What follows belongs to an exercise in optimizing a design on an open flow for small area and a short achievable clock period; a production flow would make more cautious choices. In this exercise RTL edits were held to simulation tests only and were not proved equivalent to the original. The clock port is modelled as an ideal driver; clocking choices that lean on that would not hold on a real chip. No activity file was given, so power comes from the tool's default toggle rates.

### flow/flow/run.sh
#!/bin/bash
set -euo pipefail
here=$(cd "$(dirname "$0")" && pwd)
source "$here/vars.sh"
bash standard.sh synth > synth.log 2>&1
bash standard.sh "${EXTRA[@]}" PRE_DETAIL_PLACE_TCL="$here/size.tcl" POST_CTS_TCL="$here/size_cts.tcl" finish > layout.log 2>&1
### flow/flow/size.tcl
source $::env(PLATFORM_DIR)/setRC.tcl
set ::size_stage [expr {[info exists ::env(SIZE_STAGE)] ? $::env(SIZE_STAGE) : "place"}]
set ::size_per [get_property [get_clocks core_clock] period]
set ::size_in [delete_from_list [all_inputs] [get_ports clk]]
set ::size_dly [expr {0.2 * $::size_per}]
if {$::size_stage eq "cts"} {
  set_propagated_clock [all_clocks]
} else {
  set ::size_lat [expr {[info exists ::env(SIZE_CLK_LATENCY)] ? $::env(SIZE_CLK_LATENCY) : 0.26}]
  set_input_delay [expr {$::size_dly - $::size_lat}] -clock core_clock $::size_in
  set_output_delay [expr {$::size_dly + $::size_lat}] -clock core_clock [all_outputs]
}
estimate_parasitics -placement
sta::make_equiv_cells [get_libs *]

# the period is a soft maximum over all endpoints, so that paths close to the
# worst one also count and ties between near-critical paths do not stall it
proc size_obj {} {
  estimate_parasitics -placement
  set k $::size_k
  set sum 0.0
  foreach p $::size_eps {
    set d [expr {$::size_per - [get_property $p slack_max]}]
    set sum [expr {$sum + exp($k * ($d - 2.0))}]
  }
  set ps [expr {2.0 + log($sum) / $k}]
  return [expr {log([rsz::design_area]) + log($ps)}]
}
set ::size_k [expr {[info exists ::env(SIZE_K)] ? $::env(SIZE_K) : 25.0}]
set ::size_eps [concat [all_registers -data_pins] [all_outputs]]

set cands {}
foreach inst [get_cells *] {
  set ref [get_property $inst ref_name]
  set name [get_full_name $inst]
  if {[string match "*tapvpwrvgnd*" $ref] || [string match "*fill*" $ref] || [string match "*conb*" $ref]} { continue }
  if {[string match "clkbuf_*" $name] || [string match "clkload*" $name] || [string match "clkinv*" $name]} { continue }
  set lc [get_lib_cells $ref]
  set alts {}
  foreach c [sta::find_equiv_cells $lc] {
    set n [get_name $c]
    if {[string match "*lpflow*" $n] || [string match "*probe*" $n]} { continue }
    lappend alts $n
  }
  if {[llength $alts] > 1} { lappend cands [list $inst $alts] }
}
set best [size_obj]
puts "size($::size_stage): start obj [format %.5f $best] ws [worst_slack -max] area [expr {[rsz::design_area]*1e12}] cands [llength $cands]"
set maxpass [expr {[info exists ::env(SIZE_PASSES)] ? $::env(SIZE_PASSES) : 10}]
for {set pass 0} {$pass < $maxpass} {incr pass} {
  set changed 0
  foreach c $cands {
    lassign $c inst alts
    set cur [get_property $inst ref_name]
    set pick $cur
    foreach n $alts {
      if {$n eq $cur} { continue }
      replace_cell $inst $n
      set o [size_obj]
      if {$o < $best - 1e-7} { set best $o; set pick $n }
    }
    if {[get_property $inst ref_name] ne $pick} { replace_cell $inst $pick }
    if {$pick ne $cur} { incr changed }
  }
  set best [size_obj]
  puts "size($::size_stage): pass $pass changed $changed obj [format %.5f $best] ws [worst_slack -max] area [expr {[rsz::design_area]*1e12}]"
  if {$changed == 0} { break }
}
if {$::size_stage eq "cts"} {
  detailed_placement
  check_placement -verbose
  estimate_parasitics -placement
  puts "size($::size_stage): legalised ws [worst_slack -max] hold [worst_slack -min]"
} else {
  set_input_delay $::size_dly -clock core_clock $::size_in
  set_output_delay $::size_dly -clock core_clock [all_outputs]
  estimate_parasitics -placement
}
### flow/flow/size_cts.tcl
# second sizing pass, after clock tree synthesis (see size.tcl)
set ::env(SIZE_STAGE) cts
source [file join [file dirname [info script]] size.tcl]
### flow/flow/vars.sh
EXTRA=(BUFFER_PORTS_ARGS="-buffer_cell sky130_fd_sc_hd__buf_2")
### flow/standard.sh
#!/bin/bash
# synth_recipe.tcl (not shown) runs the flow's synth.tcl, then flattens the netlist and writes it again
# the make line also repeats each setting of config.mk as NAME=value (left out here)
make -C /OpenROAD-flow-scripts/flow DESIGN_CONFIG=/design/flow/config.mk WORK_HOME=/design/flow/orfs CLKGATE_MAP_FILE= SYNTH_SCRIPT=/design/flow/synth_recipe.tcl "${@:-finish}"
### flow/config.mk
export PLATFORM = sky130hd
export DESIGN_NAME = fairArb
export DESIGN_NICKNAME = fairArb
export VERILOG_FILES = /design/flow/design.v
export SDC_FILE = /design/flow/constraint.sdc
export NUM_CORES = 4
export LEC_CHECK = 0
export ABC_AREA = 1
export CAP_MARGIN = 20
export CORE_MARGIN = 2
export CORE_UTILIZATION = 40
export SLEW_MARGIN = 20
### flow/constraint.sdc
create_clock -name core_clock -period 4.0 [get_ports {clk}]
set_input_delay 0.8000 -clock core_clock [delete_from_list [all_inputs] [get_ports {clk}]]
set_output_delay 0.8000 -clock core_clock [all_outputs]
set_load 0.01 [all_outputs]
### flow/design.v
module fairArb (
	input  logic [15:0] bids,
	output logic [15:0] wins,
	input  logic        get_next_win,
	input  logic        clk,
	input  logic        rst
);
	logic [3:0]  p;
	logic        a, b;
	logic [15:0] m;       
	logic [15:0] bm;      
	logic [15:0] g;       
	logic [3:0]  pn;      
	always_comb begin
		for (int i = 0; i < 16; i++)
			m[i] = (i[3:0] >= p);
	end
	assign bm = bids & m;
	logic [31:0] dv, dg;
	assign dv = {bids, bm};
	assign dg = dv & (~dv + 32'd1);
	assign g  = dg[15:0] | dg[31:16];
	always_comb begin
		pn = 4'd0;
		for (int i = 0; i < 16; i++)
			if (g[i]) pn = pn | (i[3:0] + 4'd1);
		if (g == 16'd0) pn = 4'd1;
	end
	always_ff @(posedge clk) begin
		if (~rst) begin
			wins <= 16'd0;
			p    <= 4'd0;
			a    <= 1'b0;
			b    <= 1'b0;
		end else begin
			wins <= g;
			a    <= 1'b1;
			b    <= a;
			if ((a & ~b) | (b & get_next_win & (|bids)))
				p <= pn;
		end
	end
endmodule
==> results of run 1 <==
-- metal layers --
layer / share of wire (%) / vias to the layer above / wire (µm)
li1: - / 966 / -
met3: 8.8 / 20 / 443
met5: 0 / - / 0
met2: 46 / 113 / 2292
met1: 43 / 824 / 2176
met4: 2.4 / 0 / 122
-- state kept, by name (all words and copies together), names as in the netlist --
register,count
a,1
b,1
p,4
wins,16
-- layout make-up --
cell class	count	area [µm²]	share of cell area, %
inverters	40	150.1	8.374
repair buffers	34	140.1	7.816
flip-flops and latches	22	442.9	24.70
multi-input cells	215	942.2	52.55
clock buffers	4	55.05	3.070
well taps	50	62.56	3.489
-- synth_stat cells, drive strengths merged --
| library cell | instances | area [µm²] |
|---|---|---|
| nor3 | 3 | 15.01 |
| and2 | 1 | 8.760 |
| a21oi | 17 | 85.08 |
| nand4 | 6 | 37.54 |
| clkbuf | 1 | 3.750 |
| nor4 | 4 | 25.02 |
| dfxtp | 22 | 440.4 |
| nor2 | 76 | 320.3 |
| nand3 | 33 | 180.2 |
| nand2 | 65 | 269.0 |
| o21ai | 8 | 47.55 |
| clkinv | 1 | 3.750 |
| inv | 39 | 146.4 |
| buf | 3 | 26.27 |
| a31oi | 1 | 6.260 |
| or2 | 1 | 6.260 |
-- metrics by stage --
step	cells	instance area [µm²]	hold WS, ns
after floorplan	281	1622	0.4071
after global placement	361	1824	0.4153
after global routing	365	1793	0.4586
final	365	1793	0.4250
after detailed placement	361	1730	0.4201
-- kinds of logic after synthesis --
group                  count (synthesis)  synth area share (%)
buffers and inverters                 44                 11.11
flip-flops                            22                 27.16
AO/OA/AOI/OAI                         26                 8.565
AND/OR/NAND/NOR                      189                 53.16
-- where the power goes --
| part | switching, mW | total [mW] | internal, mW |
|---|---|---|---|
| Clock | 0.0689 | 0.157 | 0.0877 |
| Sequential | 0.0150 | 0.245 | 0.230 |
| Combinational | 0.104 | 0.148 | 0.0439 |
-- worst reg2reg max path, cell delays in order (launching register included) --
cell,delay [ns]
dfxtp_1,0.54
nand2_1,0.18
nor2_1,0.13
nor2_1,0.08
nor2_1,0.15
nand2_1,0.09
nor2_1,0.19
nand4_1,0.15
nand2_1,0.13
nor2_1,0.05
nand2_1,0.05
nor2_1,0.05
a21oi_1,0.11
-- path summary, 6_finish.rpt --
| kind | endpoint | depth (start not counted) |
|---|---|---|
| setup / recovery | p[2] | 10 |
| hold / removal | b | 2 |
| setup reg to reg | p[3] | 12 |
| hold reg to reg | b | 2 |
==> metrics.yaml, run 1 <==
run_status:
  outcome: "finished clean"
worst_hold_path:
  holdCritPathClass: "flip-flop to flip-flop"
  min_from: "a"
cells_and_area:
  final_cell_mix: "nor2_1, nand2_1, nand3_1, inv_1, clkbuf_1"
  fin_nets: 335
  diodes: 0
  layout_commonest_cell: "nor2_1"
  area_growth_pct: 10.57
  drive_gt1_share_pct: 11.11
  nFillCells: 415
  fin_util_pct: 45.48
die:
  coreArea_um2: 3943
  die_x_um: 67.67
  rows: 23
  dieArea_um2: 4579
  pin_count: 35
  die_height_um: 67.67
  initial_core_util_pct: 41.13
flow_run:
  maxCapViolCount: 0
grt:
  overflow: 0
  grtUsageMet2_pct: 38.85
  busiest_layer: "met2"
  track_usage_pct: 23.70
  grt_max_degree: 17
  grt_pass1_wl_mm: 8.086
  grt_pass1_vias: 1711
  grt_util_met1_pct: 31.01
  gr-usage-met3_pct: 4.333
  grt_antenna_before_repair: 0
drt:
  vias: 1923
  post_drt_wl_per_cell_um: 13.79
  via_per_inst: 5.268
  first_pass_iters: 5
  drtAntennaViolNets: 0
  drc: 0
  drt_iter0_drc: 143
  drt-total-wl_mm: 5.034
synthesis:
  ys_types: 25
  synth_nets: 300
  yosys_warnings: 1
  seq_area_frac_synth_pct: 27.16
  avgSynthCellArea_um2: 5.771
  ys_seq_elements: 22
  synthesis.area_um2: 1622
  syn_inst: 281
sta:
  tns_ns: 0
  tightest_slew_ns: 0.4253
  finalHoldViolCount: 0
  fin_ws_ns: 1.986
  setup_viol: 0
  fmax_mhz: 496.5
  drv_slew: 0
  maxSlewHeadroom_pct: 71.38
  rsz0062_at_grt: "no"
  min_period_ns: 2.014
  finalCritPeriodShare_pct: 50.35
  fin_worst_skew_ns: 0.008285
pwr:
  p_leak_nw: 0.8651
  p_per_area_nw_per_um2: 306.3
  fin_total_pwr_mw: 0.5492
  vdd_drop_max_mv: 0.1643
critical_path:
  rrSetupSlack_ns: 2.03
  crit_buf_inv: 2
  cp_common_cell: "nor2_1"
  crit_fanout: 4
  critPathKind: "input pin to flip-flop"
  cp_top_family: "compound AO/OA/AOI/OAI gates"
  crit_path_max_incr_delay_ns: 0.30
  path_cells: "buf_4 -> inv_2 -> a21oi_1 -> nor2_1 -> nand2_1 -> nor2_1 -> a31oi_1 -> nand3_1 -> nor2_1 -> a21oi_1"
  reg2reg_from: "p[1]"
  crit_start: "bids[11]"
  worst_setup_path_end_kind: "flip-flop"
  cp-start-kind: "input pin"
  crit_required_ns: 4.16
  worstPathArrival_ns: 2.17
  slowest_stage: "a21oi_1"
clock_network:
  insertion_delay_ns: 0.26
  cts_tree: "done"
  clkTransAtPathRegs_ns: 0.08
  cts_sinks: 22
placement:
  port-buffer-count: 34
  gp_congestion: 1.029
  hpwl_mm: 4.119
  pre_cts_slack_ns: 1.738
==> run 2, diff against run 1 <==
--- a/flow/flow/size.tcl
+++ b/flow/flow/size.tcl
@@ -11,4 +11,5 @@
   set_output_delay [expr {$::size_dly + $::size_lat}] -clock core_clock [all_outputs]
 }
+set_dont_use $::env(DONT_USE_CELLS)
 estimate_parasitics -placement
 sta::make_equiv_cells [get_libs *]
@@ -30,5 +31,5 @@
 set ::size_eps [concat [all_registers -data_pins] [all_outputs]]
 
-set cands {}
+set ::size_cands {}
 foreach inst [get_cells *] {
   set ref [get_property $inst ref_name]
@@ -43,29 +44,50 @@
     lappend alts $n
   }
-  if {[llength $alts] > 1} { lappend cands [list $inst $alts] }
+  if {[llength $alts] > 1} { lappend ::size_cands [list $inst $alts] }
 }
-set best [size_obj]
-puts "size($::size_stage): start obj [format %.5f $best] ws [worst_slack -max] area [expr {[rsz::design_area]*1e12}] cands [llength $cands]"
-set maxpass [expr {[info exists ::env(SIZE_PASSES)] ? $::env(SIZE_PASSES) : 10}]
-for {set pass 0} {$pass < $maxpass} {incr pass} {
-  set changed 0
-  foreach c $cands {
-    lassign $c inst alts
-    set cur [get_property $inst ref_name]
-    set pick $cur
-    foreach n $alts {
-      if {$n eq $cur} { continue }
-      replace_cell $inst $n
-      set o [size_obj]
-      if {$o < $best - 1e-7} { set best $o; set pick $n }
+
+proc size_state {} {
+  set st {}
+  foreach c $::size_cands { lappend st [get_property [lindex $c 0] ref_name] }
+  return $st
+}
+proc size_restore {st} {
+  foreach c $::size_cands n $st {
+    set inst [lindex $c 0]
+    if {[get_property $inst ref_name] ne $n} { replace_cell $inst $n }
+  }
+}
+proc size_report {tag obj} {
+  puts "size($::size_stage): $tag obj [format %.5f $obj] ws [format %.4f [worst_slack -max]] area [format %.2f [expr {[rsz::design_area]*1e12}]]"
+}
+
+proc size_greedy {maxpass} {
+  set best [size_obj]
+  size_report "greedy start" $best
+  for {set pass 0} {$pass < $maxpass} {incr pass} {
+    set changed 0
+    foreach c $::size_cands {
+      lassign $c inst alts
+      set cur [get_property $inst ref_name]
+      set pick $cur
+      foreach n $alts {
+        if {$n eq $cur} { continue }
+        replace_cell $inst $n
+        set o [size_obj]
+        if {$o < $best - 1e-7} { set best $o; set pick $n }
+      }
+      if {[get_property $inst ref_name] ne $pick} { replace_cell $inst $pick }
+      if {$pick ne $cur} { incr changed }
     }
-    if {[get_property $inst ref_name] ne $pick} { replace_cell $inst $pick }
-    if {$pick ne $cur} { incr changed }
+    set best [size_obj]
+    size_report "pass $pass changed $changed" $best
+    if {$changed == 0} { break }
   }
-  set best [size_obj]
-  puts "size($::size_stage): pass $pass changed $changed obj [format %.5f $best] ws [worst_slack -max] area [expr {[rsz::design_area]*1e12}]"
-  if {$changed == 0} { break }
+  return $best
 }
+
+set maxpass [expr {[info exists ::env(SIZE_PASSES)] ? $::env(SIZE_PASSES) : 8}]
 if {$::size_stage eq "cts"} {
+  size_greedy $maxpass
   detailed_placement
   check_placement -verbose
@@ -73,4 +95,20 @@
   puts "size($::size_stage): legalised ws [worst_slack -max] hold [worst_slack -min]"
 } else {
+  set margins [expr {[info exists ::env(SIZE_MARGINS)] ? $::env(SIZE_MARGINS) : "none"}]
+  set start [size_state]
+  set best_obj 1e9
+  set best_st $start
+  foreach m $margins {
+    size_restore $start
+    estimate_parasitics -placement
+    if {$m ne "none"} {
+      repair_timing -setup -setup_margin $m -sequence "sizeup,swap" -repair_tns 100
+    }
+    set o [size_greedy $maxpass]
+    puts "size($::size_stage): margin $m final obj [format %.5f $o]"
+    if {$o < $best_obj} { set best_obj $o; set best_st [size_state] }
+  }
+  size_restore $best_st
+  size_report "chosen" [size_obj]
   set_input_delay $::size_dly -clock core_clock $::size_in
   set_output_delay $::size_dly -clock core_clock [all_outputs]
==> flow/flow/vars.sh (replaced) <==
EXTRA=(BUFFER_PORTS_ARGS="-buffer_cell sky130_fd_sc_hd__buf_2")
export SIZE_MARGINS="none 2.05 2.15 2.25"
==> run 2 against run 1 <==
Sequential power is essentially flat. Clock-buffer cell count is the same. Largest power group unchanged. Cell area grew 1.6%. Critical path type unchanged. Clock skew shrank 0.0034 ns. Highest routed layer unchanged.
==> metrics.yaml, run 2 <==
run_status:
  outcome: "finished clean"
cells_and_area:
  fin_nets: 335
  diodes: 0
  layout_commonest_cell: "nor2_1"
  largest-register: "wins"
  area_growth_pct: 12.35
  multi_input_area_um2: 965.9
  final_cell_mix: "nor2_1, nand2_1, nand3_1, inv_1, clkbuf_1"
  nFillCells: 433
  final_cells: 365
  drive_gt1_share_pct: 15.24
  top_regs: "wins (16), p (4)"
  regArea_um2: 444.2
  largest_reg_flops: 16
grt:
  overflow: 0
  grt_max_degree: 17
  grt_pass1_wl_mm: 8.121
  track_usage_pct: 23.89
  grt_antenna_before_repair: 0
  grt_pass1_vias: 1708
flow_run:
  maxCapViolCount: 0
sta:
  setup_viol: 0
  tightest_slew_ns: 0.4390
  fin_worst_skew_ns: 0.004892
  finalHoldViolCount: 0
  rsz0062_at_grt: "no"
  tns_ns: 0
  fmax_mhz: 499.5
  finalCritPeriodShare_pct: 50.05
  maxSlewHeadroom_pct: 70.47
  whs_ns: 0.4244
  min_period_ns: 2.002
  drv_slew: 0
die:
  dieArea_um2: 4579
  die_x_um: 67.67
  rows: 23
  die_height_um: 67.67
  coreArea_um2: 3943
  initial_core_util_pct: 41.13
  pin_count: 35
critical_path:
  rrSetupSlack_ns: 2.02
  r2r_cells: 12
  slowest_stage: "a31oi_1"
  cp-start-kind: "input pin"
  reg2reg_from: "p[0]"
  critPathKind: "input pin to flip-flop"
  crit_path_max_incr_delay_ns: 0.27
  r2r_end: "p[3]"
  cp_top_family: "simple AND/OR/NAND/NOR gates"
  crit_fanout: 4
  worstPathArrival_ns: 2.16
  worst_setup_path_end_kind: "flip-flop"
  crit_buf_inv: 3
  path_cells: "buf_4 -> inv_2 -> nor2_1 -> nand2_1 -> nand2_1 -> inv_2 -> nand2_1 -> nor2_1 -> a31oi_1 -> nand3_1 -> nor2_1 -> a21oi_1"
  crit_required_ns: 4.16
clock_network:
  cts_tree: "done"
  cts_sinks: 22
  insertion_delay_ns: 0.26
  clkTransAtPathRegs_ns: 0.08
synthesis:
  async_flop_share_pct: 0
  ys.flop_type: "dfxtp_1"
  ys_types: 25
  synth_most_common_cell: "nor2_1"
  avgSynthCellArea_um2: 5.771
  yosys.area.top_type: "dfxtp_1"
  synth_top_area_share_pct: 27.16
  synthesis.area_um2: 1622
  synthTopCellsByArea: "dfxtp_1, nor2_1, nand2_1"
  ys_seq_elements: 22
  seq_area_frac_synth_pct: 27.16
  syn_inst: 281
  yosys_warnings: 1
  synth_nets: 300
  synth_top_cells_by_count: "nor2_1, nand2_1, inv_1"
  synth_edf_count: 0
pwr:
  p_per_area_nw_per_um2: 306.4
  vdd_drop_max_mv: 0.1384
  p_leak_nw: 0.8708
worst_hold_path:
  whs_endpoint: "b"
  holdCritPathClass: "flip-flop to flip-flop"
  hold_depth: 2
  min_from: "a"
drt:
  drt-total-wl_mm: 5.146
  drt_iter0_drc: 176
  drtAntennaViolNets: 0
  drc: 0
  first_pass_iters: 5
  vias: 1919
  via_per_inst: 5.258
  post_drt_wl_per_cell_um: 14.10
placement:
  port-buffer-count: 34
  gp_congestion: 1.029
  placed_cells: 361
  hpwl_mm: 4.244
[run 2: cell counts after synthesis]
No cell type changed its count.
[run 2: worst reg2reg max path: stages (launching register included)]
cell and delay (ns):
dfxtp_1 0.51, nand2_1 0.18, nor2_2 0.14, nor2_2 0.08, nor2_2 0.19, nand2_1 0.10
nor2_1 0.15, nand3_1 0.13, nand2_1 0.10, nor2_1 0.07, nand2_1 0.06, nor2_1 0.05
a21oi_1 0.14
[run 2: stage by stage]
| stage | instance area [µm²] | power, mW | util (%) | setup WS (ns) |
|---|---|---|---|---|
| floorplan | 1622 | 0.3539 | - | 2.149 |
| global placement | 1824 | 0.4063 | 46.27 | 1.632 |
| detailed placement | 1779 | 0.4008 | 45.13 | 1.791 |
| global route | 1822 | 0.5898 | 46.21 | 1.870 |
| finish | 1822 | 0.5582 | 46.21 | 1.998 |
[run 2: worst max-delay path by stage]
stage          depth (start not counted)  startpoint  slack, ns  endpoint
6_report                              12     bids[6]       2.00      p[2]
5_1_grt                               12        p[3]       1.87      p[1]
3_5_place_dp                          12     bids[7]       1.79      p[1]
3_3_place_gp                          14     bids[7]       1.63      p[1]
2_1_floorplan                         13     bids[7]       2.15      p[2]
[run 2: area by class of cell]
type | count | area share (%)
multi-input cells | 215 | 53.02
flip-flops and latches | 22 | 24.38
inverters | 40 | 8.242
repair buffers | 34 | 7.898
well taps | 50 | 3.434
clock buffers | 4 | 3.022
[run 2: power by group]
group | leakage (nW) | switching, mW | internal, mW
Clock | 0.0288 | 0.0721 | 0.0878
Combinational | 0.662 | 0.107 | 0.0461
Sequential | 0.180 | 0.0155 | 0.230
Total | 0.871 | 0.194 | 0.364
[run 2: logic make-up after synthesis]
kind of cell / count (synthesis) / synth area share [%]
AOI/OAI and AO/OA: 26 / 8.565
buffers and inverters: 44 / 11.11
DFF: 22 / 27.16
and+or+nand+nor: 189 / 53.16
[run 2: layer usage]
metal | vias to the layer above | GRT usage (%) | wire (µm)
li1 | 964 | - | -
met2 | 124 | 38.24 | 2248
met1 | 813 | 32.26 | 2260
met4 | 0 | 8.673 | 148
met5 | - | 0 | 0
met3 | 18 | 3.667 | 488
==> run 3, diff against run 2 <==
--- a/flow/flow/size.tcl
+++ b/flow/flow/size.tcl
@@ -37,4 +37,7 @@
   if {[string match "*tapvpwrvgnd*" $ref] || [string match "*fill*" $ref] || [string match "*conb*" $ref]} { continue }
   if {[string match "clkbuf_*" $name] || [string match "clkload*" $name] || [string match "clkinv*" $name]} { continue }
+  # after the clock tree is built, flip-flops keep their size: a larger one
+  # loads the clock net more and slows its slew
+  if {$::size_stage eq "cts" && [string match "*__df*" $ref]} { continue }
   set lc [get_lib_cells $ref]
   set alts {}
@@ -87,7 +90,41 @@
 }
 
+# keep the slew at every flip-flop clock pin under SIZE_CLK_SLEW (ns) by
+# moving the clock buffers that drive slow pins to the next larger size
+proc size_clk_slew {} {
+  set lim [expr {[info exists ::env(SIZE_CLK_SLEW)] ? $::env(SIZE_CLK_SLEW) : 0.105}]
+  for {set it 0} {$it < 6} {incr it} {
+    estimate_parasitics -placement
+    set drivers {}
+    set worst 0.0
+    foreach pin [all_registers -clock_pins -edge_triggered] {
+      foreach e {rise fall} {
+        set s [get_property $pin slew_max_$e]
+        if {$s > $worst} { set worst $s }
+        if {$s > $lim} {
+          foreach d [get_pins -of_objects [get_nets -of_objects $pin] -filter "direction==output"] {
+            lappend drivers [get_full_name [get_cells -of_objects $d]]
+          }
+        }
+      }
+    }
+    puts "size(clk): worst clock pin slew $worst"
+    if {[llength $drivers] == 0} { return }
+    foreach n [lsort -unique $drivers] {
+      set inst [get_cells $n]
+      set ref [get_property $inst ref_name]
+      if {[regexp {^(.*clkbuf_)([0-9]+)$} $ref -> base sz] && $sz < 16} {
+        set nsz [expr {$sz * 2}]
+        replace_cell $inst $base$nsz
+        puts "size(clk): $n $ref -> $base$nsz"
+      }
+    }
+  }
+}
+
 set maxpass [expr {[info exists ::env(SIZE_PASSES)] ? $::env(SIZE_PASSES) : 8}]
 if {$::size_stage eq "cts"} {
   size_greedy $maxpass
+  size_clk_slew
   detailed_placement
   check_placement -verbose
==> flow/flow/vars.sh (replaced) <==
EXTRA=(BUFFER_PORTS_ARGS="-buffer_cell sky130_fd_sc_hd__buf_2")
export SIZE_MARGINS="2.1"
==> run 3 against run 2 <==
Flip-flop and latch count unchanged. Clock-buffer cell count unchanged. Cell area decreased by 0.28%. Combinational power decreased by 3%. First-iteration DRC count decreased by 12%.
==> metrics.yaml, run 3 <==
pwr:
  pwr-share-comb_pct: 27.3
  fin_total_pwr_mw: 0.5464
  power_frac_seq_pct: 44.9
  p_sw_mw: 0.1841
  clkPwrFrac_pct: 27.8
  p_int_mw: 0.3622
  vdd_drop_max_mv: 0.1924
  p_leak_nw: 0.8711
  p_per_area_nw_per_um2: 300.7
  swShare_pct: 33.70
cells_and_area:
  largest-register: "wins"
  nFillCells: 424
  layout_commonest_cell: "nor2_1"
  regArea_um2: 446.7
  multi_input_area_um2: 958.4
  drive_gt1_share_pct: 14.29
  top_regs: "wins (16), p (4)"
  largest_reg_flops: 16
  area_growth_pct: 12.04
  diodes: 0
  final_cells: 365
  fin_nets: 335
  final_cell_mix: "nor2_1, nand2_1, nand3_1, inv_1, clkbuf_1"
flow_run:
  maxCapViolCount: 0
critical_path:
  worst_setup_path_end_kind: "flip-flop"
  slowest_stage: "a21oi_1"
  crit_buf_inv: 3
  cp_common_cell: "nand2_1"
  rrSetupSlack_ns: 2.07
  cp_top_family: "simple AND/OR/NAND/NOR gates"
  worstPathArrival_ns: 2.09
  path_cells: "buf_1 -> inv_2 -> a21oi_1 -> inv_2 -> nand2_1 -> nor2_1 -> nand3_1 -> nand2_1 -> nor2_2 -> nand2_1 -> nor2_1 -> a21oi_1"
  crit_path_max_incr_delay_ns: 0.27
  crit_required_ns: 4.15
  cp-start-kind: "input pin"
  critPathKind: "input pin to flip-flop"
  crit_fanout: 3
drt:
  first_pass_iters: 4
  drt_iter0_drc: 155
  drt-total-wl_mm: 5.107
  post_drt_wl_per_cell_um: 13.99
  via_per_inst: 5.279
  drc: 0
  vias: 1927
  drtAntennaViolNets: 0
die:
  rows: 23
  initial_core_util_pct: 41.13
  die_x_um: 67.67
  coreArea_um2: 3943
  pin_count: 35
  die_height_um: 67.67
  dieArea_um2: 4579
synthesis:
  synth_nets: 300
  async_flop_share_pct: 0
  synth_edf_count: 0
  ys_types: 25
  syn_inst: 281
  ys.flop_type: "dfxtp_1"
  seq_area_frac_synth_pct: 27.16
  avgSynthCellArea_um2: 5.771
  yosys.area.top_type: "dfxtp_1"
  synth_top_area_share_pct: 27.16
  yosys_warnings: 1
  ys_seq_elements: 22
  synth_top_cells_by_count: "nor2_1, nand2_1, inv_1"
  synthTopCellsByArea: "dfxtp_1, nor2_1, nand2_1"
  synthesis.area_um2: 1622
  synth_most_common_cell: "nor2_1"
placement:
  hpwl_mm: 4.278
  pre_cts_slack_ns: 1.795
  placed_cells: 361
  gp_congestion: 1.029
  port-buffer-count: 34
sta:
  fin_ws_ns: 2.055
  tns_ns: 0
  drv_slew: 0
  finalCritPeriodShare_pct: 48.64
  min_period_ns: 1.945
  finalHoldViolCount: 0
  tightest_slew_ns: 0.4947
  fmax_mhz: 514.0
  rsz0062_at_grt: "no"
  whs_ns: 0.4254
  fin_worst_skew_ns: 0.007371
  setup_viol: 0
  maxSlewHeadroom_pct: 66.72
run_status:
  outcome: "finished clean"
grt:
  grt_antenna_before_repair: 0
  overflow: 0
  grt_pass1_vias: 1712
  track_usage_pct: 23.91
  grt_max_degree: 17
  grt_pass1_wl_mm: 8.176
clock_network:
  clkTransAtPathRegs_ns: 0.08
  insertion_delay_ns: 0.25
  cts_tree: "done"
  cts_sinks: 22
worst_hold_path:
  holdCritPathClass: "flip-flop to flip-flop"
run 3: worst register-to-register path: cells and delay by family (launching register included):
family | cells | cell delay (ns)
AND/OR/NAND/NOR | 11 | 1.37
flip-flops | 1 | 0.40
buffers and inverters | 1 | 0.06
run 3: layout make-up:
cell class	count	share of cell area (%)
inverter	40	8.264
multi-input combinational	215	52.75
sequential	22	24.59
clock buffer	4	3.030
timing repair buffer	34	7.920
tap	50	3.444
run 3: worst paths after layout:
path / depth (start not counted) / to / from
worst max-delay path: 12 / p[2] / bids[9]
worst min-delay path: 2 / b / a
worst max register to register: 12 / p[0] / p[3]
worst min register to register: 2 / b / a
run 3: stage by stage:
step / util [%] / area (µm²)
final: 46.08 / 1817
after global routing: 46.08 / 1817
after detailed placement: 45.29 / 1785
after global placement: 46.27 / 1824
after floorplan: - / 1622
run 3: power by group through the flow:
stage	logic (mW)	registers, mW	clock network (mW)
finish	0.149	0.245	0.152
global route	0.167	0.246	0.167
detailed placement	0.150	0.251	0
global placement	0.155	0.251	0
floorplan	0.113	0.241	0
run 3: cell families (layout without fill, tap and decap cells):
kind of cell	Yosys count	after routing	share of synthesized area, %
AND/OR/NAND/NOR	189	189	53.16
buffers and inverters	44	78	11.11
AO/OA/AOI/OAI	26	26	8.565
flip-flops	22	22	27.16
run 3: metal layers:
layer | vias up | GRT usage, % | share of wire, %
li1 | 963 | - | -
met1 | 847 | 32.83 | 44
met2 | 105 | 38.60 | 45
met3 | 12 | 3.833 | 8.4
met4 | 0 | 6.378 | 2.2
met5 | - | 0 | 0
==> run 4, diff against run 3 <==
==> flow/flow/run.sh (replaced) <==
#!/bin/bash
set -euo pipefail
here=$(cd "$(dirname "$0")" && pwd)
source "$here/vars.sh"
bash standard.sh synth > synth.log 2>&1
bash standard.sh "${EXTRA[@]}" PRE_DETAIL_PLACE_TCL="$here/size.tcl" POST_CTS_TCL="$here/size_cts.tcl" ${SIZE_GRT:+POST_GLOBAL_ROUTE_TCL="$here/size_grt.tcl"} ${RESTRUCTURE:+POST_FLOORPLAN_TCL="$here/restructure.tcl"} finish > layout.log 2>&1
==> flow/flow/restructure.tcl (new file) <==
set_dont_use $::env(DONT_USE_CELLS)
set rmp_dir [file join $::env(OBJECTS_DIR) rmp]
file mkdir $rmp_dir
set lib [lindex $::env(LIB_FILES) 0]
restructure -target area -liberty_file $lib \
  -tielo_port sky130_fd_sc_hd__conb_1/LO -tiehi_port sky130_fd_sc_hd__conb_1/HI \
  -work_dir $rmp_dir
puts "restructure: [llength [get_cells *]] instances, area [format %.2f [expr {[rsz::design_area]*1e12}]]"
--- a/flow/flow/size.tcl
+++ b/flow/flow/size.tcl
@@ -4,5 +4,6 @@
 set ::size_in [delete_from_list [all_inputs] [get_ports clk]]
 set ::size_dly [expr {0.2 * $::size_per}]
-if {$::size_stage eq "cts"} {
+set ::size_est [expr {$::size_stage eq "grt" ? "-global_routing" : "-placement"}]
+if {$::size_stage ne "place"} {
   set_propagated_clock [all_clocks]
 } else {
@@ -12,5 +13,5 @@
 }
 set_dont_use $::env(DONT_USE_CELLS)
-estimate_parasitics -placement
+estimate_parasitics $::size_est
 sta::make_equiv_cells [get_libs *]
 
@@ -18,5 +19,5 @@
 # worst one also count and ties between near-critical paths do not stall it
 proc size_obj {} {
-  estimate_parasitics -placement
+  estimate_parasitics $::size_est
   set k $::size_k
   set sum 0.0
@@ -39,5 +40,5 @@
   # after the clock tree is built, flip-flops keep their size: a larger one
   # loads the clock net more and slows its slew
-  if {$::size_stage eq "cts" && [string match "*__df*" $ref]} { continue }
+  if {$::size_stage ne "place" && [string match "*__df*" $ref]} { continue }
   set lc [get_lib_cells $ref]
   set alts {}
@@ -95,5 +96,5 @@
   set lim [expr {[info exists ::env(SIZE_CLK_SLEW)] ? $::env(SIZE_CLK_SLEW) : 0.105}]
   for {set it 0} {$it < 6} {incr it} {
-    estimate_parasitics -placement
+    estimate_parasitics $::size_est
     set drivers {}
     set worst 0.0
@@ -124,10 +125,20 @@
 
 set maxpass [expr {[info exists ::env(SIZE_PASSES)] ? $::env(SIZE_PASSES) : 8}]
-if {$::size_stage eq "cts"} {
+if {$::size_stage eq "grt"} {
+  size_greedy $maxpass
+  size_clk_slew
+  global_route -start_incremental
+  detailed_placement
+  global_route -end_incremental
+  check_placement -verbose
+  estimate_parasitics $::size_est
+  write_guides $::env(RESULTS_DIR)/route.guide
+  puts "size($::size_stage): legalised ws [worst_slack -max] hold [worst_slack -min]"
+} elseif {$::size_stage eq "cts"} {
   size_greedy $maxpass
   size_clk_slew
   detailed_placement
   check_placement -verbose
-  estimate_parasitics -placement
+  estimate_parasitics $::size_est
   puts "size($::size_stage): legalised ws [worst_slack -max] hold [worst_slack -min]"
 } else {
@@ -138,7 +149,7 @@
   foreach m $margins {
     size_restore $start
-    estimate_parasitics -placement
+    estimate_parasitics $::size_est
     if {$m ne "none"} {
-      repair_timing -setup -setup_margin $m -sequence "sizeup,swap" -repair_tns 100
+      repair_timing -setup -setup_margin $m -sequence [expr {[info exists ::env(SIZE_REPAIR_SEQ)] ? $::env(SIZE_REPAIR_SEQ) : "sizeup"}] -repair_tns 100
     }
     set o [size_greedy $maxpass]
@@ -150,4 +161,4 @@
   set_input_delay $::size_dly -clock core_clock $::size_in
   set_output_delay $::size_dly -clock core_clock [all_outputs]
-  estimate_parasitics -placement
+  estimate_parasitics $::size_est
 }
==> flow/flow/size_grt.tcl (new file) <==
# third sizing pass, after global routing (see size.tcl)
set ::env(SIZE_STAGE) grt
source [file join [file dirname [info script]] size.tcl]
==> flow/flow/vars.sh (replaced) <==
EXTRA=(BUFFER_PORTS_ARGS="-buffer_cell sky130_fd_sc_hd__buf_2")
export SIZE_MARGINS="none 2.05 2.15"
export SIZE_K=50
--- a/flow/config.mk
+++ b/flow/config.mk
@@ -10,3 +10,4 @@
 export CORE_MARGIN = 2
 export CORE_UTILIZATION = 40
+export GPL_TIMING_DRIVEN = 1
 export SLEW_MARGIN = 20
==> run 4 against run 3 <==
Critical path type is now flip-flop to flip-flop. Still clean. Non-clock buffer count unchanged. Clock skew about the same. Combinational power about the same. Global-route usage increased by 0.35 points. Synthesized cell count unchanged. Largest cell class unchanged. Synthesized area unchanged. Setup slack got worse by 0.0076 ns.
==> metrics.yaml, run 4 <==
run_status:
  outcome: "finished clean"
drt:
  first_pass_iters: 5
  via_per_inst: 5.203
  drt_iter0_drc: 159
  vias: 1899
  drt-total-wl_mm: 5.004
  post_drt_wl_per_cell_um: 13.71
  drtAntennaViolNets: 0
  drc: 0
cells_and_area:
  top_regs: "wins (16), p (4)"
  fin_nets: 335
  nFillCells: 435
  largest_reg_flops: 16
  drive_gt1_share_pct: 13.97
  regArea_um2: 442.9
  multi_input_area_um2: 964.7
  final_cell_mix: "nor2_1, nand2_1, nand3_1, inv_1, clkbuf_1"
  diodes: 0
  layout_commonest_cell: "nor2_1"
  final_cells: 365
  area_growth_pct: 11.88
  largest-register: "wins"
sta:
  drv_slew: 0
  min_period_ns: 1.953
  maxSlewHeadroom_pct: 68.77
  tns_ns: 0
  tightest_slew_ns: 0.4679
  setup_viol: 0
  fmax_mhz: 512.0
  fin_worst_skew_ns: 0.007005
  finalHoldViolCount: 0
  finalCritPeriodShare_pct: 48.83
critical_path:
  worstPathArrival_ns: 2.14
  critPathKind: "flip-flop to flip-flop"
  slowest_stage: "dfxtp_1"
  path_cells: "nand2_2 -> nor2_1 -> nor2_1 -> nor2_1 -> nand2_1 -> nor2_1 -> nand4_1 -> nand2_1 -> nor2_1 -> nand2_1 -> nor2_1 -> a21oi_1"
  rrSetupSlack_ns: 2.05
  r2r_cells: 12
  worst_setup_path_end_kind: "flip-flop"
  crit_required_ns: 4.19
  cp_common_cell: "nor2_1"
  cp-start-kind: "flip-flop"
  crit_fanout: 8
  crit_path_max_incr_delay_ns: 0.55
synthesis:
  yosys_warnings: 1
  synthesis.area_um2: 1622
  avgSynthCellArea_um2: 5.771
  seq_area_frac_synth_pct: 27.16
  syn_inst: 281
  synth_most_common_cell: "nor2_1"
  async_flop_share_pct: 0
  synth_top_cells_by_count: "nor2_1, nand2_1, inv_1"
  ys_types: 25
  ys.flop_type: "dfxtp_1"
  synth_nets: 300
  synth_edf_count: 0
  synthTopCellsByArea: "dfxtp_1, nor2_1, nand2_1"
  yosys.area.top_type: "dfxtp_1"
  synth_top_area_share_pct: 27.16
  ys_seq_elements: 22
grt:
  grtUsageMet2_pct: 39.22
  track_usage_pct: 24.25
  grt_util_met1_pct: 32.22
  overflow: 0
  gr-usage-met3_pct: 3.667
  grt_pass1_wl_mm: 8.211
  grt_pass1_vias: 1741
  grt_max_degree: 17
  busiest_layer: "met2"
  grt_antenna_before_repair: 0
clock_network:
  clkTransAtPathRegs_ns: 0.08
  cts_tree: "done"
  insertion_delay_ns: 0.26
  cts_sinks: 22
die:
  rows: 23
  pin_count: 35
  die_height_um: 67.67
  coreArea_um2: 3943
  initial_core_util_pct: 41.13
  die_x_um: 67.67
  dieArea_um2: 4579
flow_run:
  maxCapViolCount: 0
pwr:
  p_per_area_nw_per_um2: 303.1
  vdd_drop_max_mv: 0.1721
  p_leak_nw: 0.8807
worst_hold_path:
  hold_depth: 2
  holdCritPathClass: "flip-flop to flip-flop"
placement:
  hpwl_mm: 4.192
  placed_cells: 361
  port-buffer-count: 34
  gp_congestion: 1.029
run 4: changes by cell type in the layout (fill, tap and decap cells not counted), moves of 2 or more:
cell	change
nand2_2	+3
inv_1	+3
nand2_1	-3
clkinv_1	-2
run 4: cells by family (layout without fill, tap and decap cells):
| group | after synthesis | after routing | share of synthesized area (%) |
|---|---|---|---|
| AO/OA/AOI/OAI | 26 | 26 | 8.565 |
| buffers and inverters | 44 | 78 | 11.11 |
| flip-flops | 22 | 22 | 27.16 |
| AND/OR/NAND/NOR | 189 | 189 | 53.16 |
run 4: worst max-delay path, delay by kind of cell (launching register included):
kind	cells	cell delay, ns
AO/OA/AOI/OAI	1	0.10
flip-flops	1	0.55
AND/OR/NAND/NOR	11	1.21
run 4: path summary, 6_finish.rpt:
kind         startpoint   end
max                p[1]  p[3]
min                   a     b
max reg2reg        p[1]  p[3]
min reg2reg           a     b
run 4: stage by stage:
step                worst slack (ns)  hold slack [ns]  util [%]  instance area (µm²)  power (mW)
floorplan                      2.149           0.4071         -                 1622      0.3539
global placement               1.632           0.4153     46.27                 1824      0.4063
detailed placement             1.807           0.4192     45.07                 1777      0.3980
finish                         2.047           0.4233     46.02                 1814      0.5499
run 4: area by class of cell:
cell class | count | area share, %
inverter | 40 | 8.276
multi-input combinational | 215 | 53.17
tap | 50 | 3.448
clock buffer | 4 | 3.034
timing repair buffer | 34 | 7.655
sequential | 22 | 24.41
run 4: metal layers:
metal / wire (µm) / up-vias / part of all wire [%]
met5: 0 / - / 0
met3: 367 / 22 / 7.3
met1: 2218 / 820 / 44
met4: 205 / 0 / 4.1
met2: 2212 / 95 / 44
li1: - / 962 / -
run 4: power by group:
group / switching (mW) / internal (mW) / total, mW
Clock: 0.0682 / 0.0877 / 0.156
Sequential: 0.0161 / 0.230 / 0.246
Combinational: 0.103 / 0.0448 / 0.148
Total: 0.188 / 0.362 / 0.550

==> port drivers added, routing unchanged <==
In the flow no input, the clock included, has a driving cell. The finished layouts below were timed again as built, in two steps.
Step 1 (the two cells are an assumption about what drives the block):
set clk [get_ports {clk}]
set_driving_cell -lib_cell sky130_fd_sc_hd__clkbuf_16 $clk
set_driving_cell -lib_cell sky130_fd_sc_hd__buf_2 [delete_from_list [all_inputs] $clk]
Step 2 moves the port delays by t, midway between the first and last clock arrival at a register: inputs arrive t later, outputs are due t later. That takes back most of the time a late clock gives input paths.
Three values: ideal ports, drivers, drivers and shift; two values: the first two.
run | shift t [ns] | setup slack, ns | worst setup path at the end | slew at the worst register clock pin (ns) | cell pins on the clock port's net
run 1 | 0.281 | 1.986 / 1.984 / 1.703 | input to register | 0.08 / 0.08 | 1
run 2 | 0.284 | 1.998 / 1.997 / 1.713 | input to register | 0.08 / 0.08 | 1
run 3 | 0.275 | 2.055 / 2.055 / 1.780 | input to register | 0.08 / 0.08 | 1
run 4 | 0.282 | 2.047 / 2.047 / 1.773 | input to register | 0.08 / 0.08 | 1
After both steps every run listed still meets setup and hold. For run 2, which loses most, drivers alone change the setup slack by -0.001 ns; drivers and shift together by -0.285 ns.
